What follows belongs to an exercise in optimizing a design on an open flow for small area; a production flow would make more cautious choices. Only simulation tests tie the RTL to the original design; equivalence was not proved. The clock port is modelled as an ideal driver; clocking choices that lean on that would not hold on a real chip. Power and IR drop assume default switching activity.

## flow/flow/run.sh

```bash
#!/bin/bash
# The standard layout with these changes:
#  - synthesis maps all logic, adders included, with an area-oriented ABC script
#    (flow/abc_map.script) instead of ORFS's adder cells and speed script; everything
#    else in synthesis, and so every register, is as in the standard synthesis
#  - port buffers are buf_1
#  - the clock tree is built from clkbuf_4 without dummy loads, then buffers whose
#    sinks see a slow edge are upsized (flow/clk_fix.tcl)
# Each tool's output goes to synth.log / standard.log here and to ORFS's own logs
# under orfs/logs.
set -e
rm -rf scripts_area
cp -r "$FLOW_HOME/scripts" scripts_area
cp flow/abc_map.script scripts_area/abc_speed.script
SCRIPTS_DIR=$PWD/scripts_area bash standard.sh ADDER_MAP_FILE= synth > synth.log 2>&1
export BUFFER_PORTS_ARGS="-buffer_cell sky130_fd_sc_hd__buf_1"
export CTS_ARGS="-sink_clustering_enable -repair_clock_nets -dont_use_dummy_load -buf_list sky130_fd_sc_hd__clkbuf_4"
export POST_CTS_TCL=$PWD/flow/clk_fix.tcl
bash standard.sh > standard.log 2>&1
```

## flow/flow/abc_map.script

```
&get -n
&st
&dc2
&dch -f
&nf -R 1000 -p -F 8 -A 4 -C 32
&put
```

## flow/flow/clk_fix.tcl

```tcl
set clk_slew_target 0.105
set next_size {sky130_fd_sc_hd__clkbuf_1 sky130_fd_sc_hd__clkbuf_2
               sky130_fd_sc_hd__clkbuf_2 sky130_fd_sc_hd__clkbuf_4
               sky130_fd_sc_hd__clkbuf_4 sky130_fd_sc_hd__clkbuf_8
               sky130_fd_sc_hd__clkbuf_8 sky130_fd_sc_hd__clkbuf_16}
set lib_cells {}
foreach {from to} $next_size { dict set lib_cells $from $to }

proc pin_slew { pin } {
  return [expr max([get_property $pin slew_max_rise], [get_property $pin slew_max_fall])]
}

set_propagated_clock [all_clocks]
for {set iter 0} {$iter < 40} {incr iter} {
  estimate_parasitics -placement
  set worst 0
  set worst_drv ""
  foreach inst [get_cells clkbuf_*] {
    set m [get_property $inst ref_name]
    if {![dict exists $lib_cells $m]} { continue }
    set out [get_pins -of_objects $inst -filter "direction==output"]
    set net [get_nets -of_objects $out]
    foreach p [get_pins -of_objects $net -filter "direction==input"] {
      set s [pin_slew $p]
      if {$s > $worst} { set worst $s; set worst_drv $inst }
    }
  }
  puts "clk_fix: iteration $iter worst sink slew [format %.1f [expr $worst * 1000]] ps at [get_full_name $worst_drv]"
  if {$worst <= $clk_slew_target || $worst_drv eq ""} { break }
  # upsize the driver, or the buffer feeding it when the driver's own input is slow
  set drv $worst_drv
  set in [get_pins -of_objects $drv -filter "direction==input"]
  set innet [get_nets -of_objects $in]
  set up [lindex [get_pins -of_objects $innet -filter "direction==output"] 0]
  if {$up ne "" && [pin_slew $in] > $clk_slew_target} {
    set updrv [get_cells -of_objects $up]
    if {[dict exists $lib_cells [get_property $updrv ref_name]]} { set drv $updrv }
  }
  set m [get_property $drv ref_name]
  puts "clk_fix: [get_full_name $drv] $m -> [dict get $lib_cells $m]"
  replace_cell $drv [dict get $lib_cells $m]
}
detailed_placement
check_placement -verbose
```

## flow/standard.sh

```bash
#!/bin/bash
# synth_recipe.tcl (not shown) runs the flow's synth.tcl, then flattens the netlist and writes it again
# the make line also repeats each setting of config.mk as NAME=value (left out here)
make -C /OpenROAD-flow-scripts/flow DESIGN_CONFIG=/design/flow/config.mk WORK_HOME=/design/flow/orfs CLKGATE_MAP_FILE= SYNTH_SCRIPT=/design/flow/synth_recipe.tcl "${@:-finish}"
```

## flow/config.mk

```make
export PLATFORM = sky130hd
export DESIGN_NAME = top
export DESIGN_NICKNAME = top
export VERILOG_FILES = /design/flow/design.v
export SDC_FILE = /design/flow/constraint.sdc
export NUM_CORES = 4
export LEC_CHECK = 0
export CAP_MARGIN = 20
export CORE_MARGIN = 2
export CORE_UTILIZATION = 78
export PLACE_DENSITY = 0.92
export SLEW_MARGIN = 20
```

## flow/constraint.sdc

```tcl
create_clock -name core_clock -period 10.0 [get_ports {clk}]
set_input_delay 2.0000 -clock core_clock [delete_from_list [all_inputs] [get_ports {clk}]]
set_output_delay 2.0000 -clock core_clock [all_outputs]
set_load 0.01 [all_outputs]
```

## flow/design.v

```verilog
package state_enc_one_hot_pkg;
    localparam logic [5:0] PRE_FIRST_IDLE = 6'b000001;
    localparam logic [5:0] IDLE           = 6'b000010;
    localparam logic [5:0] START          = 6'b000100;
    localparam logic [5:0] DATA           = 6'b001000;
    localparam logic [5:0] PARITY         = 6'b010000;
    localparam logic [5:0] STOP           = 6'b100000;
endpackage
module Rx (
    input logic clk,
    input logic rst_n,
    input logic [10:0] dvsr,
    input logic Rx_din,
    output logic [7:0] Rx_dout,
    output logic Rx_done,
    output logic parity_error,
    output logic framing_error
);
    logic [3:0] st, st_q, st_d;
    function automatic logic [3:0] inc4(input logic [3:0] x, input logic en);
        logic c;
        c = en;
        for (int i = 0; i < 4; i++) begin
            inc4[i] = x[i] ^ c;
            c = c & x[i];
        end
    endfunction
    function automatic logic [4:0] inc5(input logic [4:0] x, input logic en);
        logic c;
        c = en;
        for (int i = 0; i < 5; i++) begin
            inc5[i] = x[i] ^ c;
            c = c & x[i];
        end
    endfunction
    logic [4:0] sub;
    logic [10:0] cnt;
    logic par;
    logic wait_start, term, tick, ev;
    assign wait_start = st[3] & st[1] & !(st[2] & st[0]);
    assign term = (cnt == 11'd1);
    assign tick = term & !wait_start;
    assign ev = tick & (&sub);
    always_ff @(posedge clk) begin
        cnt <= (wait_start | term) ? dvsr : cnt - 11'd1;
    end
    assign st = st_q ^ 4'b1011;
    always_comb begin
        if (wait_start) begin
            st_d = {1'b1, !Rx_din, 2'b11};
        end
        else begin
            st_d = inc4(st, ev) | {1'b0, ev & st[3] & !st[2] & st[0] & !Rx_din, 2'b00};
        end
    end
    always_ff @(posedge clk or negedge rst_n) begin
        if (!rst_n) begin
            st_q <= 4'd0;
        end
        else begin
            st_q <= st_d ^ 4'b1011;
        end
    end
    always_ff @(posedge clk) begin
        sub <= wait_start ? 5'd16 : inc5(sub, tick);
    end
    always_ff @(posedge clk) begin
        if (ev & !st[3]) begin
            Rx_dout <= {Rx_din, Rx_dout[7:1]};
        end
    end
    always_ff @(posedge clk or negedge rst_n) begin
        if (!rst_n) begin
            par <= 1'b0;
        end
        else begin
            par <= !wait_start & (par ^ (ev & Rx_din & !(st[3] & st[0])));
        end
    end
    assign Rx_done = st[3] & st[1] & !st[0];
    assign framing_error = st[3] & st[2] & !st[0];
    assign parity_error = par & st[3] & (st[1] ^ st[0]);
endmodule
module Tx (
    input logic clk,
    input logic rst_n,
    input logic [10:0] dvsr,
    input logic Tx_empty,
    input logic Tx_bit,
    output logic [2:0] Tx_bit_no,
    output logic Tx_dout,
    output logic Tx_done
);
    logic [3:0] st;
    function automatic logic [3:0] inc4(input logic [3:0] x, input logic en);
        logic c;
        c = en;
        for (int i = 0; i < 4; i++) begin
            inc4[i] = x[i] ^ c;
            c = c & x[i];
        end
    endfunction
    function automatic logic [4:0] inc5(input logic [4:0] x, input logic en);
        logic c;
        c = en;
        for (int i = 0; i < 5; i++) begin
            inc5[i] = x[i] ^ c;
            c = c & x[i];
        end
    endfunction
    logic [4:0] sub;
    logic [10:0] cnt;
    logic par;
    logic idle, not_busy, term, tick, ev;
    assign not_busy = st[3] & st[1] & !st[2];
    assign idle = not_busy & st[0];
    assign Tx_done = not_busy & !st[0];
    assign term = (cnt == 11'd1);
    assign tick = term & !not_busy;
    assign ev = tick & (&sub);
    assign Tx_bit_no = st[2:0];
    always_ff @(posedge clk) begin
        cnt <= (not_busy | term) ? dvsr : cnt - 11'd1;
    end
    always_ff @(posedge clk or negedge rst_n) begin
        if (!rst_n) begin
            st <= 4'd10;
        end
        else if (idle) begin
            st[2] <= !Tx_empty;
        end
        else begin
            st <= inc4(st, ev | Tx_done);
        end
    end
    always_ff @(posedge clk) begin
        sub <= not_busy ? 5'd0 : inc5(sub, tick);
    end
    always_ff @(posedge clk or negedge rst_n) begin
        if (!rst_n) begin
            par <= 1'b0;
            Tx_dout <= 1'b1;
        end
        else begin
            par <= !not_busy & (par ^ (ev & !st[3] & Tx_bit));
            if (!st[3]) begin
                Tx_dout <= Tx_bit;
            end
            else if (st[2]) begin
                Tx_dout <= 1'b0;
            end
            else begin
                Tx_dout <= st[1] | st[0] | par;
            end
        end
    end
endmodule
module FIFO_drain (
    input logic clk,
    input logic rst_n,
    input logic wr_en,
    input logic rd_en,
    input logic [7:0] wr_data,
    input logic [2:0] rd_bit,
    output logic head_bit,
    output logic full,
    output logic empty
);
    logic [7:0] mem [0:7];
    logic [7:0] valid;
    logic [7:0] moves;
    logic wr;
    assign full = &valid;
    assign empty = !(|valid);
    assign wr = wr_en & !full;
    assign head_bit = mem[0][rd_bit];
    always_comb begin
        moves[0] = rd_en & valid[0];
        for (int i = 1; i < 8; i++) begin
            moves[i] = valid[i] & (!valid[i - 1] | moves[i - 1]);
        end
    end
    always_ff @(posedge clk or negedge rst_n) begin
        if (!rst_n) begin
            valid <= 8'd0;
        end
        else begin
            for (int i = 0; i < 7; i++) begin
                valid[i] <= (valid[i] & !moves[i]) | moves[i + 1];
            end
            valid[7] <= (valid[7] & !moves[7]) | wr;
        end
    end
    always_ff @(posedge clk) begin
        for (int i = 0; i < 7; i++) begin
            if (moves[i + 1]) begin
                mem[i] <= mem[i + 1];
            end
        end
        if (wr) begin
            mem[7] <= wr_data;
        end
    end
endmodule
module FIFO_rx (
    input logic clk,
    input logic rst_n,
    input logic wr_en,
    input logic rd_en,
    input logic [7:0] wr_data,
    output logic [7:0] head,
    output logic full,
    output logic empty
);
    logic [7:0] mem [0:7];
    logic [7:0] valid;
    logic [7:0] moves;
    logic wr, rd, flush;
    assign full = &valid;
    assign empty = !(|valid);
    assign wr = wr_en & !full;
    assign rd = rd_en & !empty;
    assign flush = rd & !valid[0];
    assign head = valid[0] ? mem[0] : wr_data;
    always_comb begin
        moves[0] = rd & valid[0];
        for (int i = 1; i < 8; i++) begin
            moves[i] = valid[i] & (!valid[i - 1] | moves[i - 1]);
        end
    end
    always_ff @(posedge clk or negedge rst_n) begin
        if (!rst_n) begin
            valid <= 8'd0;
        end
        else if (flush) begin
            valid <= 8'd0;
        end
        else begin
            for (int i = 0; i < 7; i++) begin
                valid[i] <= (valid[i] & !moves[i]) | moves[i + 1];
            end
            valid[7] <= (valid[7] & !moves[7]) | wr;
        end
    end
    always_ff @(posedge clk) begin
        for (int i = 0; i < 7; i++) begin
            if (moves[i + 1]) begin
                mem[i] <= mem[i + 1];
            end
        end
        if (wr) begin
            mem[7] <= wr_data;
        end
    end
endmodule
module top (
    input logic clk,
    input logic rst_n,
    input logic [15:0] dvsr,
    input logic Rx_din,
    input logic rd_uart,
    input logic wr_uart,
    input logic [7:0] wr_data,
    output logic [7:0] rd_data,
    output logic Tx_dout,
    output logic Rx_full,
    output logic Rx_empty,
    output logic Tx_full,
    output logic parity_error,
    output logic framing_error
);
    logic [7:0] Rx_dout;
    logic Rx_done;
    logic [7:0] Rx_head;
    logic Tx_empty;
    logic Tx_done;
    logic Tx_bit;
    logic [2:0] Tx_bit_no;
    Rx Rx_inst (
        .clk(clk),
        .rst_n(rst_n),
        .dvsr(dvsr[10:0]),
        .Rx_din(Rx_din),
        .Rx_dout(Rx_dout),
        .Rx_done(Rx_done),
        .parity_error(parity_error),
        .framing_error(framing_error)
    );
    FIFO_rx Rx_fifo_inst (
        .clk(clk),
        .rst_n(rst_n),
        .wr_en(Rx_done),
        .rd_en(rd_uart),
        .wr_data(Rx_dout),
        .head(Rx_head),
        .full(Rx_full),
        .empty(Rx_empty)
    );
    always_ff @(posedge clk or negedge rst_n) begin
        if (!rst_n) begin
            rd_data <= 8'd0;
        end
        else if (rd_uart & !Rx_empty) begin
            rd_data <= Rx_head;
        end
    end
    Tx Tx_inst (
        .clk(clk),
        .rst_n(rst_n),
        .dvsr(dvsr[10:0]),
        .Tx_empty(Tx_empty),
        .Tx_bit(Tx_bit),
        .Tx_bit_no(Tx_bit_no),
        .Tx_dout(Tx_dout),
        .Tx_done(Tx_done)
    );
    FIFO_drain Tx_fifo_inst (
        .clk(clk),
        .rst_n(rst_n),
        .wr_en(wr_uart),
        .rd_en(Tx_done),
        .wr_data(wr_data),
        .rd_bit(Tx_bit_no),
        .head_bit(Tx_bit),
        .full(Tx_full),
        .empty(Tx_empty)
    );
endmodule
```

==> qor.yml, run 1 <==
synth-main-ff-cell: "edfxtp_1"
syn-num-nets: 496
cp-end-kind: "output pin"
vias_per_cell: 6.240
synth_edf_count: 136
ys_seq_area_frac: 0.7888
grt_start_max_net_pins: 36
setup_viol: 0
period_minus_slack_ns: 4.119
status: "no timing/DRC/antenna violations"
async_reset_ff_frac: 0.1724
n_antenna_cell: 0
wirelength_um: 12650
final_cell_mix: "edfxtp_1, clkbuf_4, nor2_1"
drive_gt1_frac: 0.1011
ys_ff_latch: 203
fillers: 341
netlist_instances: 467
synth_area_per_cell_um2: 15.21
cts_sinks: 203
maxCapViolations: 0
drcViolationCount: 0
grt_pass1_vias: 4152
grt_setup_unrepaired: "no"
dp_slack_ns: 5.908
hold_viol: 0
mostFrequentLayoutCell: "edfxtp_1"
ys_types: 35
dieArea_mm2: 0.009887
power.density_mw_per_mm2: 207.9
grt.overflow.total: 0
wire_per_inst_um: 19.11
worst_hold_path_type: "flip-flop to flip-flop"
antenna_found_initial: 0
p_leak_nw: 2.701
ant_nets: 0
areaGrowthSynthToFinish_pct: 9.915
die_x_um: 99.44
cts_tree: "yes"
worstSkewPairLatency_ns: 0.47
max_slew_margin: 0.2605
ir_drop_v: 0.0001217
multi_input_area_mm2: 0.001485
yosysWarnings: 7
coreArea_mm2: 0.008763
critPathArrivalTime_ns: 2.12
numPortBuffers: 37
fmax_mhz: 242.8
final-seq-area_mm2: 0.005604
hpwl_um: 8358
tightest_slew_ns: 1.099
drt_iter0_drc: 307
path_max_fanout: 16
start_util: 0.8107
nNetsFinal: 585
fin_crit_sh: 0.4119
pin_count: 43
critical_path_class: "flip-flop to output pin"
critPathRequiredTime_ns: 8.00
fin_ws_ns: 5.881
clkTransAtPathRegs_ns: 0.07
drt_first_pass_iters: 5
vias: 4131
tns_ns: 0
start_kind: "flip-flop"
syn_area_mm2: 0.007104
die_y_um: 99.44
grt_pass1_wl_um: 20010
routabilityCongestion: 0.8689
grt_use_total: 0.2673
finalMaxSlewViolations: 0
skew_ns: 0.03880
num_rows: 34
-- final cells by class --
type | count | area share
Sequential cell | 203 | 0.7177
Timing Repair Buffer | 39 | 0.01987
Tap cell | 108 | 0.01730
Inverter | 4 | 0.001923
Clock buffer | 48 | 0.05304
Multi-Input combinational cell | 260 | 0.1902
-- per-stage QoR --
stage / area, um2 / instances / power [mW] / util / hold slack [ns]
2_1_floorplan: 7104 / 467 / 1.057 / - / 0.4003
3_3_place_gp: 7395 / 614 / 1.090 / 0.8438 / 0.4002
3_5_place_dp: 7395 / 614 / 1.108 / 0.8438 / 0.4045
5_1_grt: 7809 / 662 / 1.683 / 0.8911 / 0.4055
6_report: 7809 / 662 / 1.623 / 0.8911 / 0.3908
-- cells in the mapped netlist, drive strengths merged, types with 5 or more instances --
| cell type | n | share of area |
|---|---|---|
| a21oi | 28 | 0.020 |
| edfxtp | 136 | 0.57 |
| dfrtp | 32 | 0.11 |
| mux2i | 9 | 0.013 |
| nand3 | 9 | 0.0063 |
| a31oi | 6 | 0.0053 |
| xor2 | 8 | 0.0099 |
| nand2b | 14 | 0.012 |
| and2 | 7 | 0.0062 |
| dfxtp | 32 | 0.090 |
| xnor2 | 8 | 0.0099 |
| nand4 | 7 | 0.0062 |
| nor2b | 12 | 0.011 |
| nor3 | 11 | 0.0077 |
| and3 | 5 | 0.0044 |
| o21ai | 31 | 0.022 |
| nand2 | 31 | 0.016 |
| nor4 | 9 | 0.0079 |
| nor2 | 39 | 0.021 |
-- layer usage --
metal / vias to the layer above / part of all wire / global-route usage
met1: 1990 / 0.41 / 0.3594
met5: - / 0 / 0
li1: 1915 / - / -
met3: 26 / 0.060 / 0.05130
met2: 200 / 0.50 / 0.4371
met4: 0 / 0.021 / 0.1170
-- cells by family after synthesis --
kind of cell,count (synthesis),share of synthesized area
compound gates,78,0.06076
xor+xnor,16,0.01973
buf+inv,4,0.002113
flops,203,0.7888
mux,11,0.01902
simple gates,155,0.1095
-- final timing paths --
kind	startpoint	to	slack (ns)	depth (start not counted)
worst max register to register	Rx_fifo_inst.valid[0]	Rx_fifo_inst.mem[2][5]	6.94	6
worst min register to register	Rx_fifo_inst.mem[2][4]	Rx_fifo_inst.mem[1][4]	0.39	0
max in group asynchronous	rst_n	Rx_inst.st_q[2]	7.72	1
worst min-delay path	Rx_fifo_inst.mem[2][4]	Rx_fifo_inst.mem[1][4]	0.39	0
worst max-delay path	Rx_fifo_inst.valid[0]	Rx_empty	5.88	4
min in group asynchronous	rst_n	Tx_fifo_inst.valid[4]	1.66	1
-- state kept, by name, indices dropped and copies added (netlist names) --
name	flops
rd_data	8
Tx_fifo_inst.mem	64
Rx_inst.cnt	11
Rx_fifo_inst.mem	64
Tx_inst.st	4
Rx_inst.sub	5
Tx_inst.Tx_dout	1
Tx_inst.cnt	11
Tx_fifo_inst.valid	8
Rx_inst.Rx_dout	8
Rx_inst.st_q	4
Rx_fifo_inst.valid	8
Tx_inst.sub	5
Tx_inst.par	1
Rx_inst.par	1
-- critical path: stages, from the launching register on --
cell and delay [ns]:
dfrtp_1 0.65, nor4_1 0.55, nand2_1 0.21, clkinv_1 0.07, buf_1 0.15
-- report_power, final --
group	internal, mW	switching (mW)
Combinational	0.0467	0.0687
Sequential	0.937	0.0445
Clock	0.260	0.266
==> run 2: changes to the inputs <==
==> flow/flow/run.sh (replaced) <==
#!/bin/bash
# The standard layout with these changes:
#  - synthesis maps all logic, adders included, with an area-oriented ABC script
#    (flow/abc_map.script) instead of ORFS's adder cells and speed script; everything
#    else in synthesis, and so every register, is as in the standard synthesis
#  - port buffers are buf_1
#  - the clock tree is CTS's H-tree of clkbuf_4 without sink clustering or dummy
#    loads, then buffers whose sinks see a slow edge are upsized (flow/clk_fix.tcl)
# Each tool's output goes to synth.log / standard.log here and to ORFS's own logs
# under orfs/logs.
set -e
rm -rf scripts_area
cp -r "$FLOW_HOME/scripts" scripts_area
cp flow/abc_map.script scripts_area/abc_speed.script
SCRIPTS_DIR=$PWD/scripts_area bash standard.sh ADDER_MAP_FILE= synth > synth.log 2>&1
export BUFFER_PORTS_ARGS="-buffer_cell sky130_fd_sc_hd__buf_1"
export CTS_ARGS="-repair_clock_nets -dont_use_dummy_load -buf_list sky130_fd_sc_hd__clkbuf_4"
export POST_CTS_TCL=$PWD/flow/clk_fix.tcl
bash standard.sh > standard.log 2>&1
==> flow/flow/clk_fix.tcl (replaced) <==
if {![info exists clk_slew_target]} { set clk_slew_target 0.105 }
set clk_next_size [dict create \
  sky130_fd_sc_hd__clkbuf_1 sky130_fd_sc_hd__clkbuf_2 \
  sky130_fd_sc_hd__clkbuf_2 sky130_fd_sc_hd__clkbuf_4 \
  sky130_fd_sc_hd__clkbuf_4 sky130_fd_sc_hd__clkbuf_8 \
  sky130_fd_sc_hd__clkbuf_8 sky130_fd_sc_hd__clkbuf_16]

proc clk_pin_slew { pin } {
  return [expr {max([get_property $pin slew_max_rise], [get_property $pin slew_max_fall])}]
}

# the flip-flop clock pin with the slowest edge: {slew pin}
proc clk_worst_sink {} {
  set worst 0
  set worst_pin ""
  foreach p [get_pins -hierarchical */CLK] {
    set s [clk_pin_slew $p]
    if {$s > $worst} { set worst $s; set worst_pin $p }
  }
  return [list $worst $worst_pin]
}

# the clock buffer to upsize for a slow pin: its driver, or the buffer feeding
# that driver when the driver's own input edge is already too slow
proc clk_buffer_to_upsize { pin target next_size } {
  set drv_pin [lindex [get_pins -of_objects [get_nets -of_objects $pin] -filter "direction==output"] 0]
  if {$drv_pin eq ""} { return "" }
  set drv [get_cells -of_objects $drv_pin]
  while {1} {
    set in [get_pins -of_objects $drv -filter "direction==input"]
    set up_pin [lindex [get_pins -of_objects [get_nets -of_objects $in] -filter "direction==output"] 0]
    if {$up_pin eq "" || [clk_pin_slew $in] <= $target} { break }
    set up [get_cells -of_objects $up_pin]
    if {![dict exists $next_size [get_property $up ref_name]]} { break }
    set drv $up
  }
  if {![dict exists $next_size [get_property $drv ref_name]]} { return "" }
  return $drv
}

set_propagated_clock [all_clocks]
for {set round 0} {$round < 6} {incr round} {
  set changed 0
  for {set iter 0} {$iter < 40} {incr iter} {
    estimate_parasitics -placement
    lassign [clk_worst_sink] worst pin
    puts "clk_fix: round $round step $iter worst clock-pin slew [format %.1f [expr {$worst * 1000}]] ps"
    if {$worst <= $clk_slew_target} { break }
    set buf [clk_buffer_to_upsize $pin $clk_slew_target $clk_next_size]
    if {$buf eq ""} { break }
    set m [get_property $buf ref_name]
    puts "clk_fix: [get_full_name $buf] $m -> [dict get $clk_next_size $m]"
    replace_cell $buf [dict get $clk_next_size $m]
    set changed 1
  }
  detailed_placement
  if {!$changed} { break }
}
estimate_parasitics -placement
lassign [clk_worst_sink] worst pin
puts "clk_fix: final worst clock-pin slew [format %.1f [expr {$worst * 1000}]] ps"
check_placement -verbose
==> run 2 against run 1 <==
Compared with the run above:
- critical path depth did not move
- power fell by 8.9%
- cell count shrank 4.7%
- combinational power about the same
- clock skew shrank 0.017 ns
- fmax is 0.64% higher
- largest power group unchanged
==> qor.yml, run 2 <==
netlist_instances: 467
fmax_mhz: 244.3
grt_pass1_wl_um: 19510
synthSimpleGateAreaFrac: 0.1095
critPathArrivalTime_ns: 2.09
routabilityCongestion: 0.8689
synth-main-ff-cell: "edfxtp_1"
numPortBuffers: 37
start_util: 0.8107
coreArea_mm2: 0.008763
fin_cells: 631
critical_path_class: "flip-flop to output pin"
synth-adder-area-share: 0
n_antenna_cell: 0
critPathRequiredTime_ns: 8.00
hold_viol: 0
grt-busiest-layer: "met2"
finalMaxSlewViolations: 0
start_kind: "flip-flop"
worstSkewPairLatency_ns: 0.37
syn_area_mm2: 0.007104
fillers: 377
largestRegisters: "Rx_fifo_inst.mem x64, Tx_fifo_inst.mem x64"
maxCapViolations: 0
grt_pass1_vias: 3934
cts_sinks: 203
period_minus_slack_ns: 4.093
cts_tree: "yes"
grtUsageMet3: 0.04989
ir_drop_v: 0.0001373
setup_viol: 0
met1_usage: 0.3534
yosysWarnings: 7
nNetsFinal: 554
synth_edf_count: 136
grt_start_max_net_pins: 36
mostFrequentLayoutCell: "edfxtp_1"
wirelength_um: 12480
dieArea_mm2: 0.009887
synth_top_family_by_area: "simple AND/OR/NAND/NOR gates"
hpwl_um: 8358
synth_compound_area_frac: 0.06076
die_x_um: 99.44
max_slew_margin: 0.2659
clkTransAtPathRegs_ns: 0.10
final_cell_mix: "edfxtp_1, nor2_1, buf_1"
fin_crit_sh: 0.4093
grtUsageMet2: 0.4517
die_y_um: 99.44
synth_top_area_frac: 0.5749
ys_seq_area_frac: 0.7888
tns_ns: 0
ys_ff_latch: 203
ant_nets: 0
synth_xor_area_frac: 0.01973
path_max_fanout: 16
drcViolationCount: 0
placedCellCount: 614
synth_area_per_cell_um2: 15.21
drt_first_pass_iters: 5
async_reset_ff_frac: 0.1724
ys_types: 35
tightest_slew_ns: 1.091
drt_iter0_drc: 267
drive_gt1_frac: 0.04780
ys_top_cells_by_area: "edfxtp_1, dfrtp_1, dfxtp_1, o21ai_0, nor2_1"
vias: 4007
num_rows: 34
skew_ns: 0.02230
grt_setup_unrepaired: "no"
yosys-top-cells-count: "edfxtp_1, nor2_1, dfrtp_1, dfxtp_1"
yosysTopAreaCell: "edfxtp_1"
status: "no timing/DRC/antenna violations"
cp-end-kind: "output pin"
vias_per_cell: 6.350
worst_hold_path_type: "flip-flop to flip-flop"
total_power_mw: 1.479
areaGrowthSynthToFinish_pct: 7.432
pin_count: 43
antenna_found_initial: 0
synth_most_common_cell: "edfxtp_1"
grt_use_total: 0.2677
p_leak_nw: 2.581
synth.area.mux_share: 0.01902
syn-num-nets: 496
power.density_mw_per_mm2: 193.7
wire_per_inst_um: 19.78
grt.overflow.total: 0
==> run 2: path summary, 6_finish.rpt <==
path | start | end | slack [ns] | cells after the start
setup reg to reg | Rx_fifo_inst.valid[0] | Rx_fifo_inst.mem[2][2] | 6.88 | 6
hold / removal | Rx_fifo_inst.mem[2][4] | Rx_fifo_inst.mem[1][4] | 0.40 | 0
setup / recovery | Rx_fifo_inst.valid[0] | Rx_empty | 5.91 | 4
min in group asynchronous | rst_n | rd_data[1] | 1.76 | 1
hold reg to reg | Rx_fifo_inst.mem[2][4] | Rx_fifo_inst.mem[1][4] | 0.40 | 0
max in group asynchronous | rst_n | Rx_fifo_inst.valid[6] | 7.63 | 1
==> run 2: critical path, cell delays in order, from the launching register on <==
cell and delay (ns):
dfrtp_1 0.67, nor4_1 0.62, nand2_1 0.21, clkinv_1 0.07
buf_1 0.15
==> run 2: per-stage QoR <==
step	worst slack [ns]	hold WS (ns)	area, um2	util
floorplan	6.590	0.4003	7104	-
global placement	6.119	0.4002	7395	0.8438
detailed placement	5.908	0.4045	7395	0.8438
global route	5.895	0.4041	7632	0.8709
finish	5.907	0.3983	7632	0.8709
==> run 2: logic make-up after synthesis <==
family | Yosys count
AOI/OAI and AO/OA | 78
xor gates and xnor gates | 16
buffers and inverters | 4
DFF | 203
muxes | 11
and+or+nand+nor | 155
==> run 2: area by class of cell <==
class / count / area, um2 / area share
Timing Repair Buffer: 39 / 155.1 / 0.02033
Multi-Input combinational cell: 260 / 1485 / 0.1946
Sequential cell: 203 / 5604 / 0.7343
Clock buffer: 17 / 237.7 / 0.03115
Tap cell: 108 / 135.1 / 0.01770
Inverter: 4 / 15.01 / 0.001967
==> run 2: per-layer routing <==
metal / up-vias / share of wire
li1: 1837 / -
met4: 0 / 0.020
met1: 1977 / 0.41
met5: - / 0
met3: 25 / 0.055
met2: 168 / 0.51
==> run 2: power by group <==
part           leakage (nW)  internal, mW  switching, mW  total [mW]
sequential             1.90         0.935         0.0436       0.979
combinational         0.552        0.0467         0.0671       0.114
clock                 0.125         0.158          0.228       0.386
==> run 3: changes to the inputs <==
--- a/flow/config.mk
+++ b/flow/config.mk
@@ -7,6 +7,6 @@
 export LEC_CHECK = 0
 export CAP_MARGIN = 20
 export CORE_MARGIN = 2
-export CORE_UTILIZATION = 78
-export PLACE_DENSITY = 0.92
+export CORE_UTILIZATION = 82
+export PLACE_DENSITY = 0.95
 export SLEW_MARGIN = 20
==> run 3 against run 2 <==
Compared with the run above:
- setup slack better by 0.035 ns
- cell count down 0.32%
- area after synthesis unchanged
- final area about the same
- global-route usage up 3.8 points
- sequential power about the same
- first-iteration DRC count up 51%
- register-to-register slack worse by 0.15 ns
- critical endpoint is now Rx_full
- highest routed layer unchanged
==> qor.yml, run 3 <==
critPathRequiredTime_ns: 8.00
r2r_end: "Tx_fifo_inst.mem[6][3]"
grt.overflow.total: 0
tightest_slew_ns: 0.9360
fin_crit_sh: 0.4058
wire_per_inst_um: 21.90
clkTransAtPathRegs_ns: 0.11
final_cell_mix: "edfxtp_1, nor2_1, buf_1"
synth_edf_count: 136
final-seq-area_mm2: 0.005604
final_area_mm2: 0.007630
vias_per_cell: 6.591
antenna_found_initial: 0
coreArea_mm2: 0.008299
hold_ws_ns: 0.3987
drt_iter0_drc: 403
r2r_cells: 9
hold_viol: 0
cts_tree: "yes"
worst_hold_path_type: "flip-flop to flip-flop"
fillers: 249
nNetsFinal: 555
async_reset_ff_frac: 0.1724
start_kind: "flip-flop"
synth_xor_area_frac: 0.01973
grt_pass1_wl_um: 21490
areaGrowthSynthToFinish_pct: 7.397
fmax_mhz: 246.4
drcViolationCount: 0
die_x_um: 97.08
largestRegisters: "Rx_fifo_inst.mem x64, Tx_fifo_inst.mem x64"
synth-main-ff-cell: "edfxtp_1"
cp-end-kind: "output pin"
top_layer_used: "met4"
numPortBuffers: 37
netlist_instances: 467
vias: 4146
synth_area_per_cell_um2: 15.21
yosysWarnings: 7
multi_input_area_mm2: 0.001485
tns_ns: 0
drive_gt1_frac: 0.04962
synth_compound_area_frac: 0.06076
placed_cell_area_mm2: 0.007391
power.density_mw_per_mm2: 192.6
num_rows: 33
drt_first_pass_iters: 5
cts_sinks: 203
yosysTopAreaCell: "edfxtp_1"
p_leak_nw: 2.584
grt_start_max_net_pins: 36
die_y_um: 97.08
wirelength_um: 13770
synth_most_common_cell: "edfxtp_1"
path_max_fanout: 16
synth-adder-area-share: 0
rr_startpoint: "Tx_inst.st[3]"
crit_path_end: "Rx_full"
skew_ns: 0.03440
status: "no timing/DRC/antenna violations"
r2r_slack_ns: 6.73
setup_viol: 0
critPathArrivalTime_ns: 2.06
synth_top_area_frac: 0.5749
grt_use_total: 0.3056
max_slew_margin: 0.3731
mostFrequentLayoutCell: "edfxtp_1"
met3_length_um: 1091
hpwl_um: 9476
start_util: 0.8560
crit_start: "Rx_fifo_inst.valid[0]"
maxCapViolations: 0
dr_wl_met2_um: 7242
period_minus_slack_ns: 4.058
dieArea_mm2: 0.009425
worstSkewPairLatency_ns: 0.39
syn_area_mm2: 0.007104
yosys-top-cells-count: "edfxtp_1, nor2_1, dfrtp_1, dfxtp_1"
ys_top_cells_by_area: "edfxtp_1, dfrtp_1, dfxtp_1, o21ai_0, nor2_1"
grt_setup_unrepaired: "no"
ant_nets: 0
pin_count: 43
n_antenna_cell: 0
synth.area.mux_share: 0.01902
ys_ff_latch: 203
ir_drop_v: 0.0001516
synth_top_family_by_area: "simple AND/OR/NAND/NOR gates"
ys_seq_area_frac: 0.7888
critical_path_class: "flip-flop to output pin"
ys_types: 35
synthSimpleGateAreaFrac: 0.1095
wl_met1_um: 5022
finalMaxSlewViolations: 0
grt_pass1_vias: 4110
routabilityCongestion: 0.8644
syn-num-nets: 496
run 3: logic make-up (layout without fill, tap and decap cells):
kind of cell,Yosys count,after routing
xor+xnor,16,16
buf+inv,4,61
mux,11,11
flops,203,203
compound gates,78,78
simple gates,155,155
run 3: stage by stage:
stage	setup WS [ns]	utilization	total power [mW]	instances
6_report	5.942	0.9193	1.470	629
5_1_grt	5.792	0.9193	1.515	629
3_5_place_dp	5.899	0.8905	1.109	611
3_3_place_gp	6.148	0.8905	1.089	611
2_1_floorplan	6.590	-	1.057	467
run 3: critical path, stage by stage, from the launching register on:
cell,delay (ns)
dfrtp_1,0.81
nand4_1,0.32
nor2_1,0.33
buf_1,0.20
run 3: final cells by class:
type	instances	share of cell area
inverters	4	0.001968
repair buffers	40	0.02296
multi-input cells	260	0.1947
clock buffers	17	0.02870
well taps	105	0.01722
flip-flops and latches	203	0.7345
run 3: report_power, final:
group	switching, mW	total [mW]	internal [mW]
Sequential	0.0440	0.980	0.936
Combinational	0.0679	0.115	0.0474
Clock	0.230	0.375	0.145
run 3: worst min-delay path by stage:
stage               cells past startpoint                   start  slack (ns)                     end
finish                                  0  Tx_fifo_inst.mem[3][2]        0.40  Tx_fifo_inst.mem[2][2]
global route                            0  Tx_fifo_inst.mem[2][5]        0.41  Tx_fifo_inst.mem[1][5]
detailed placement                      0  Rx_fifo_inst.mem[4][2]        0.40  Rx_fifo_inst.mem[3][2]
global placement                        0  Rx_fifo_inst.mem[6][6]        0.40  Rx_fifo_inst.mem[5][6]
floorplan                               0  Rx_fifo_inst.mem[1][0]        0.40  Rx_fifo_inst.mem[0][0]
run 3: layer usage:
layer,vias to the layer above,GRT usage
met5,-,0
met4,0,0.09209
met3,47,0.07914
met2,257,0.5310
met1,2001,0.3847
li1,1841,-
==> run 4: changes to the inputs <==
--- a/flow/config.mk
+++ b/flow/config.mk
@@ -7,6 +7,6 @@
 export LEC_CHECK = 0
 export CAP_MARGIN = 20
 export CORE_MARGIN = 2
-export CORE_UTILIZATION = 82
-export PLACE_DENSITY = 0.95
+export CORE_UTILIZATION = 74
+export PLACE_DENSITY = 0.9
 export SLEW_MARGIN = 20
==> run 4 against run 3 <==
Compared with the run above:
- routed wire length down 7.8%
- die area rose by 10%
- first-iteration DRC count decreased by 28%
- critical path depth is the same
- area after synthesis is the same
==> qor.yml, run 4 <==
yosys-top-cells-count: "edfxtp_1, nor2_1, dfrtp_1, dfxtp_1"
tightest_slew_ns: 0.9288
num_rows: 35
areaGrowthSynthToFinish_pct: 7.467
ys_types: 35
max_slew_margin: 0.3808
ys_ff_latch: 203
total_power_mw: 1.458
synth_most_common_cell: "edfxtp_1"
coreArea_mm2: 0.009284
syn_area_mm2: 0.007104
async_reset_ff_frac: 0.1724
dp_slack_ns: 5.949
ys_seq_area_frac: 0.7888
drt_first_pass_iters: 8
n_antenna_cell: 0
met1_usage: 0.3342
finalMaxSlewViolations: 0
skew_ns: 0.03261
yosysWarnings: 7
numPortBuffers: 37
grt_start_max_net_pins: 36
drive_gt1_frac: 0.04780
worst_hold_path_type: "flip-flop to flip-flop"
vias: 4082
mostFrequentLayoutCell: "edfxtp_1"
critical_path_class: "flip-flop to output pin"
hold_viol: 0
grt.overflow.total: 0
power.density_mw_per_mm2: 190.9
cts_sinks: 203
synth_area_per_cell_um2: 15.21
pin_count: 43
hpwl_um: 8879
synth_top_area_frac: 0.5749
grt_pass1_wl_um: 20040
final_cell_mix: "edfxtp_1, nor2_1, buf_1"
grtUsageMet3: 0.05540
fin_ws_ns: 6.058
yosysTopAreaCell: "edfxtp_1"
wire_per_inst_um: 19.48
cp-end-kind: "output pin"
critPathRequiredTime_ns: 8.00
syn-num-nets: 496
fin_cells: 652
p_leak_nw: 2.572
synth-main-ff-cell: "edfxtp_1"
critPathArrivalTime_ns: 1.94
ir_drop_v: 0.0001006
synth_edf_count: 136
placedCellCount: 635
ant_nets: 0
grt_use_total: 0.2666
fin_crit_sh: 0.3942
grt_pass1_vias: 4037
grt-busiest-layer: "met2"
cts_tree: "yes"
wirelength_um: 12700
status: "no timing/DRC/antenna violations"
start_kind: "flip-flop"
maxCapViolations: 0
antenna_found_initial: 0
hold_ws_ns: 0.3957
fmax_mhz: 253.7
worstSkewPairLatency_ns: 0.38
path_max_fanout: 16
drt_iter0_drc: 289
setup_viol: 0
nNetsFinal: 554
die_x_um: 102.0
dieArea_mm2: 0.01040
clkTransAtPathRegs_ns: 0.11
netlist_instances: 467
vias_per_cell: 6.261
largestRegisters: "Rx_fifo_inst.mem x64, Tx_fifo_inst.mem x64"
tns_ns: 0
routabilityCongestion: 0.8838
ys_top_cells_by_area: "edfxtp_1, dfrtp_1, dfxtp_1, o21ai_0, nor2_1"
grt_setup_unrepaired: "no"
start_util: 0.7652
drcViolationCount: 0
period_minus_slack_ns: 3.942
grtUsageMet2: 0.4332
die_y_um: 102.0
run 4: cell count changes in the layout (fill, tap and decap cells not counted), sizes merged:
cell | before | now
buf | 39 | 38
run 4: path summary, 6_finish.rpt:
kind | from | to | slack (ns) | cells past startpoint
min in group asynchronous | rst_n | Tx_inst.st[2] | 1.74 | 1
worst max register to register | Tx_inst.st[3] | Tx_fifo_inst.mem[6][5] | 6.76 | 9
worst min register to register | Tx_fifo_inst.mem[6][5] | Tx_fifo_inst.mem[5][5] | 0.40 | 0
worst max-delay path | Rx_fifo_inst.valid[0] | Rx_full | 6.06 | 3
max in group asynchronous | rst_n | Rx_inst.st_q[0] | 7.65 | 1
worst min-delay path | Tx_fifo_inst.mem[6][5] | Tx_fifo_inst.mem[5][5] | 0.40 | 0
run 4: cells by family (layout without fill, tap and decap cells):
| family | Yosys count | in the layout | share of synthesized area |
|---|---|---|---|
| muxes | 11 | 11 | 0.01902 |
| AOI/OAI and AO/OA | 78 | 78 | 0.06076 |
| buffers and inverters | 4 | 60 | 0.002113 |
| and+or+nand+nor | 155 | 155 | 0.1095 |
| DFF | 203 | 203 | 0.7888 |
| xor gates and xnor gates | 16 | 16 | 0.01973 |
run 4: final cells by class:
class,count,area (um2)
Sequential cell,203,5604
Fill cell,461,1649
Multi-Input combinational cell,260,1485
Clock buffer,17,214.0
Tap cell,129,161.4
Timing Repair Buffer,39,155.1
Inverter,4,15.01
run 4: where the power goes:
| part | switching [mW] | internal (mW) |
|---|---|---|
| Sequential | 0.0462 | 0.936 |
| Combinational | 0.0673 | 0.0466 |
| Clock | 0.221 | 0.141 |
| Total | 0.335 | 1.12 |
run 4: metrics by stage:
| step | util | instance area, um2 |
|---|---|---|
| 2_1_floorplan | - | 7104 |
| 3_3_place_gp | 0.7993 | 7421 |
| 3_5_place_dp | 0.7993 | 7421 |
| 5_1_grt | 0.8224 | 7635 |
| 6_report | 0.8224 | 7635 |
run 4: critical path, cell delays in order (launching register included):
cell and delay (ns):
dfrtp_1 0.82, nand4_1 0.25, nor2_1 0.32, buf_1 0.19
run 4: per-layer routing:
metal,share of wire,vias to the layer above
met5,0,-
met4,0.043,0
met3,0.061,48
met2,0.50,216
met1,0.40,1970
li1,-,1848
==> run 5: changes to the inputs <==
--- a/flow/design.v
+++ b/flow/design.v
@@ -155,75 +155,68 @@
         end
     end
 endmodule
-module FIFO_drain (
+module FIFO (
     input logic clk,
     input logic rst_n,
     input logic wr_en,
     input logic rd_en,
     input logic [7:0] wr_data,
     input logic [2:0] rd_bit,
+    output logic [7:0] head,
     output logic head_bit,
     output logic full,
     output logic empty
 );
     logic [7:0] mem [0:7];
-    logic [7:0] valid;
-    logic [7:0] moves;
-    logic wr;
-    assign full = &valid;
-    assign empty = !(|valid);
+    logic [3:0] nlast;
+    logic wr, rd;
+    assign empty = !nlast[3];
+    assign full = nlast[3] & !(|nlast[2:0]);
     assign wr = wr_en & !full;
-    assign head_bit = mem[0][rd_bit];
-    always_comb begin
-        moves[0] = rd_en & valid[0];
-        for (int i = 1; i < 8; i++) begin
-            moves[i] = valid[i] & (!valid[i - 1] | moves[i - 1]);
-        end
-    end
+    assign rd = rd_en & !empty;
+    assign head = mem[~nlast[2:0]];
+    assign head_bit = head[rd_bit];
     always_ff @(posedge clk or negedge rst_n) begin
         if (!rst_n) begin
-            valid <= 8'd0;
+            nlast <= 4'd0;
         end
-        else begin
-            for (int i = 0; i < 7; i++) begin
-                valid[i] <= (valid[i] & !moves[i]) | moves[i + 1];
-            end
-            valid[7] <= (valid[7] & !moves[7]) | wr;
+        else if (wr & !rd) begin
+            nlast <= nlast - 4'd1;
+        end
+        else if (rd & !wr) begin
+            nlast <= nlast + 4'd1;
         end
     end
     always_ff @(posedge clk) begin
-        for (int i = 0; i < 7; i++) begin
-            if (moves[i + 1]) begin
-                mem[i] <= mem[i + 1];
-            end
-        end
         if (wr) begin
-            mem[7] <= wr_data;
+            mem[0] <= wr_data;
+            for (int i = 1; i < 8; i++) begin
+                mem[i] <= mem[i - 1];
+            end
         end
     end
 endmodule
-module FIFO_rx (
+module FIFO_drain (
     input logic clk,
     input logic rst_n,
     input logic wr_en,
     input logic rd_en,
     input logic [7:0] wr_data,
-    output logic [7:0] head,
+    input logic [2:0] rd_bit,
+    output logic head_bit,
     output logic full,
     output logic empty
 );
     logic [7:0] mem [0:7];
     logic [7:0] valid;
     logic [7:0] moves;
-    logic wr, rd, flush;
+    logic wr;
     assign full = &valid;
     assign empty = !(|valid);
     assign wr = wr_en & !full;
-    assign rd = rd_en & !empty;
-    assign flush = rd & !valid[0];
-    assign head = valid[0] ? mem[0] : wr_data;
+    assign head_bit = mem[0][rd_bit];
     always_comb begin
-        moves[0] = rd & valid[0];
+        moves[0] = rd_en & valid[0];
         for (int i = 1; i < 8; i++) begin
             moves[i] = valid[i] & (!valid[i - 1] | moves[i - 1]);
         end
@@ -232,9 +225,6 @@
         if (!rst_n) begin
             valid <= 8'd0;
         end
-        else if (flush) begin
-            valid <= 8'd0;
-        end
         else begin
             for (int i = 0; i < 7; i++) begin
                 valid[i] <= (valid[i] & !moves[i]) | moves[i + 1];
@@ -272,6 +262,7 @@
     logic [7:0] Rx_dout;
     logic Rx_done;
     logic [7:0] Rx_head;
+    logic Rx_head_bit;
     logic Tx_empty;
     logic Tx_done;
     logic Tx_bit;
@@ -286,13 +277,15 @@
         .parity_error(parity_error),
         .framing_error(framing_error)
     );
-    FIFO_rx Rx_fifo_inst (
+    FIFO Rx_fifo_inst (
         .clk(clk),
         .rst_n(rst_n),
         .wr_en(Rx_done),
         .rd_en(rd_uart),
         .wr_data(Rx_dout),
+        .rd_bit(3'd0),
         .head(Rx_head),
+        .head_bit(Rx_head_bit),
         .full(Rx_full),
         .empty(Rx_empty)
     );
--- a/flow/config.mk
+++ b/flow/config.mk
@@ -7,6 +7,6 @@
 export LEC_CHECK = 0
 export CAP_MARGIN = 20
 export CORE_MARGIN = 2
-export CORE_UTILIZATION = 74
-export PLACE_DENSITY = 0.9
+export CORE_UTILIZATION = 78
+export PLACE_DENSITY = 0.92
 export SLEW_MARGIN = 20
==> run 5 against run 4 <==
Compared with the run above:
- global-route usage rose by 1.9 points
- critical path depth did not move
- setup slack better by 0.17 ns
- core utilization rose by 5.0 points
- power up 17%
- critical path type unchanged
- largest cell class unchanged
- highest routed layer unchanged
==> qor.yml, run 5 <==
grt_setup_unrepaired: "no"
path_cells: "nor3_1 -> and2_0 -> buf_1"
drt_iter0_drc: 414
start_kind: "flip-flop"
antenna_found_initial: 0
die_y_um: 99.65
final_cell_mix: "edfxtp_1, nor2_1, buf_1"
ys_seq_area_frac: 0.7713
netlist_instances: 474
slowest_delay_ns: 0.54
yosysTopAreaCell: "edfxtp_1"
drive_gt1_frac: 0.05827
critical_path_class: "flip-flop to output pin"
vias: 4302
cts_sinks: 199
areaGrowthSynthToFinish_pct: 7.663
met3_length_um: 1054
fillers: 375
cts_tree: "yes"
pin_count: 43
yosysWarnings: 7
drcViolationCount: 0
tightest_slew_ns: 0.8857
n_antenna_cell: 0
tns_ns: 0
coreArea_mm2: 0.008806
status: "no timing/DRC/antenna violations"
cp-end-kind: "output pin"
max_slew_margin: 0.4095
ys_top_cells_by_area: "edfxtp_1, dfrtp_1, dfxtp_1, nor2_1, a21oi_1"
whs_path_depth: 0
period_minus_slack_ns: 3.767
vias_per_cell: 6.722
power.density_mw_per_mm2: 221.4
syn-num-nets: 503
synth_top_area_frac: 0.5723
largestRegisters: "Rx_fifo_inst.mem x64, Tx_fifo_inst.mem x64"
drt_first_pass_iters: 5
nNetsFinal: 563
wirelength_um: 13240
num_rows: 34
maxCapViolations: 0
dieArea_mm2: 0.009929
total_power_mw: 1.701
grt.overflow.total: 0
worst_hold_path_type: "flip-flop to flip-flop"
hold_viol: 0
wl_met1_um: 5051
r2r_cells: 11
crit_slowest_cell: "dfrtp_1"
wire_per_inst_um: 20.69
skew_ns: 0.03284
grt_start_max_net_pins: 69
synth-main-ff-cell: "edfxtp_1"
critPathRequiredTime_ns: 8.00
ant_nets: 0
ir_drop_v: 0.0001531
grt_pass1_wl_um: 20930
grt_use_total: 0.2852
hpwl_um: 8587
fin_crit_sh: 0.3767
grt_pass1_vias: 4220
worstSkewPairLatency_ns: 0.39
critPathArrivalTime_ns: 1.77
multi_input_area_mm2: 0.001639
routabilityCongestion: 0.8110
ys_ff_latch: 199
clkTransAtPathRegs_ns: 0.11
async_reset_ff_frac: 0.1558
finalMaxSlewViolations: 0
setup_viol: 0
start_util: 0.8103
yosys-top-cells-count: "edfxtp_1, nor2_1, dfxtp_1"
numPortBuffers: 37
p_leak_nw: 2.627
final-seq-area_mm2: 0.005504
synth_edf_count: 136
fmax_mhz: 265.4
die_x_um: 99.65
synth_most_common_cell: "edfxtp_1"
path_max_fanout: 10
syn_area_mm2: 0.007136
top_layer_used: "met4"
synth_area_per_cell_um2: 15.05
mostFrequentLayoutCell: "edfxtp_1"
dr_wl_met2_um: 6846
ys_types: 42
-- run 5: cell types whose count changed after synthesis, sizes merged, moves of 5 or more --
cell	change
a222oi	+8
a22oi	+16
mux2i	-8
nand2	-5
nor2b	-5
o21ai	-10
-- run 5: metal layers --
layer  vias to the layer above  GRT usage
met2                       263     0.4652
met1                      2089     0.3716
met5                         -          0
met3                        28    0.06606
li1                       1922          -
met4                         0     0.1349
-- run 5: cell type report --
type / count / share of cell area
flip-flops and latches: 199 / 0.7164
well taps: 108 / 0.01759
multi-input cells: 271 / 0.2134
inverters: 4 / 0.001954
repair buffers: 41 / 0.02215
clock buffers: 17 / 0.02850
-- run 5: report_power, final --
group	total (mW)	leakage [nW]	switching, mW	internal [mW]
Combinational	0.304	0.664	0.179	0.125
Clock	0.368	0.117	0.223	0.145
Sequential	1.03	1.85	0.0791	0.949
-- run 5: kinds of logic (layout without fill, tap and decap cells) --
| family | count (synthesis) | count (layout) | share of synthesized area |
|---|---|---|---|
| and+or+nand+nor | 154 | 154 | 0.1099 |
| xor gates and xnor gates | 16 | 16 | 0.01964 |
| AOI/OAI and AO/OA | 95 | 95 | 0.08452 |
| muxes | 6 | 6 | 0.01245 |
| buffers and inverters | 4 | 62 | 0.002104 |
| DFF | 199 | 199 | 0.7713 |
-- run 5: stage by stage --
stage / worst slack, ns / hold slack [ns] / std cells / util / cell area [um2]
finish: 6.233 / 0.4035 / 640 / 0.8724 / 7682
global route: 6.189 / 0.4174 / 640 / 0.8724 / 7682
detailed placement: 6.157 / 0.4045 / 623 / 0.8464 / 7453
global placement: 6.409 / 0.4002 / 623 / 0.8458 / 7448
floorplan: 4.981 / 0.4003 / 474 / - / 7136
-- run 5: critical path: cells and delay by family (launching register included) --
family	cells	cell delay, ns
buffers and inverters	1	0.19
AND/OR/NAND/NOR	2	0.66
flip-flops	1	0.54
-- run 5: final timing paths --
check                           slack, ns              startpoint                     end
max in group asynchronous            7.70                   rst_n              rd_data[0]
worst max-delay path                 6.23   Rx_fifo_inst.nlast[2]                 Rx_full
worst min register to register       0.40  Tx_fifo_inst.mem[1][6]  Tx_fifo_inst.mem[0][6]
worst min-delay path                 0.40  Tx_fifo_inst.mem[1][6]  Tx_fifo_inst.mem[0][6]
min in group asynchronous            1.72                   rst_n           Tx_inst.st[0]
worst max register to register       6.58          Rx_inst.cnt[8]         Rx_inst.st_q[2]

## what the ideal ports hide
No port has a modelled driver above. Below, the same layouts with a new extraction and two added sets of constraints.
Step 1 (the two cells are an assumption about what drives the block):
set clk [get_ports {clk}]
set_driving_cell -lib_cell sky130_fd_sc_hd__clkbuf_16 $clk
set_driving_cell -lib_cell sky130_fd_sc_hd__buf_2 [delete_from_list [all_inputs] $clk]
Step 2 also shifts input and output timing later by t, the mid clock arrival at the registers, as if the neighbouring blocks saw the same clock.
a / b / c = ideal ports / drivers / drivers and shift; a / b = the first two.
run | t, ns | slack for setup (ns) | worst hold slack (ns) | worst setup path at the end | clock arrival spread, ns
run 1 | 0.489 | 5.881 / 5.848 / 6.018 | 0.391 / 0.391 / 0.391 | input to register | 0.040 / 0.041
run 2 | 0.396 | 5.907 / 5.871 / 6.004 | 0.398 / 0.398 / 0.398 | input to register | 0.024 / 0.024
run 3 | 0.407 | 5.942 / 5.904 / 5.977 | 0.399 / 0.399 / 0.399 | input to register | 0.034 / 0.034
run 4 | 0.397 | 6.058 / 6.024 / 6.086 | 0.396 / 0.396 / 0.396 | input to register | 0.033 / 0.033
run 5 | 0.413 | 6.233 / 6.192 / 6.010 | 0.404 / 0.404 / 0.404 | input to register | 0.034 / 0.034
After both steps setup and hold are still met in every run listed. For run 5, which loses most, drivers alone change the setup slack by -0.041 ns; drivers and shift together by -0.223 ns.
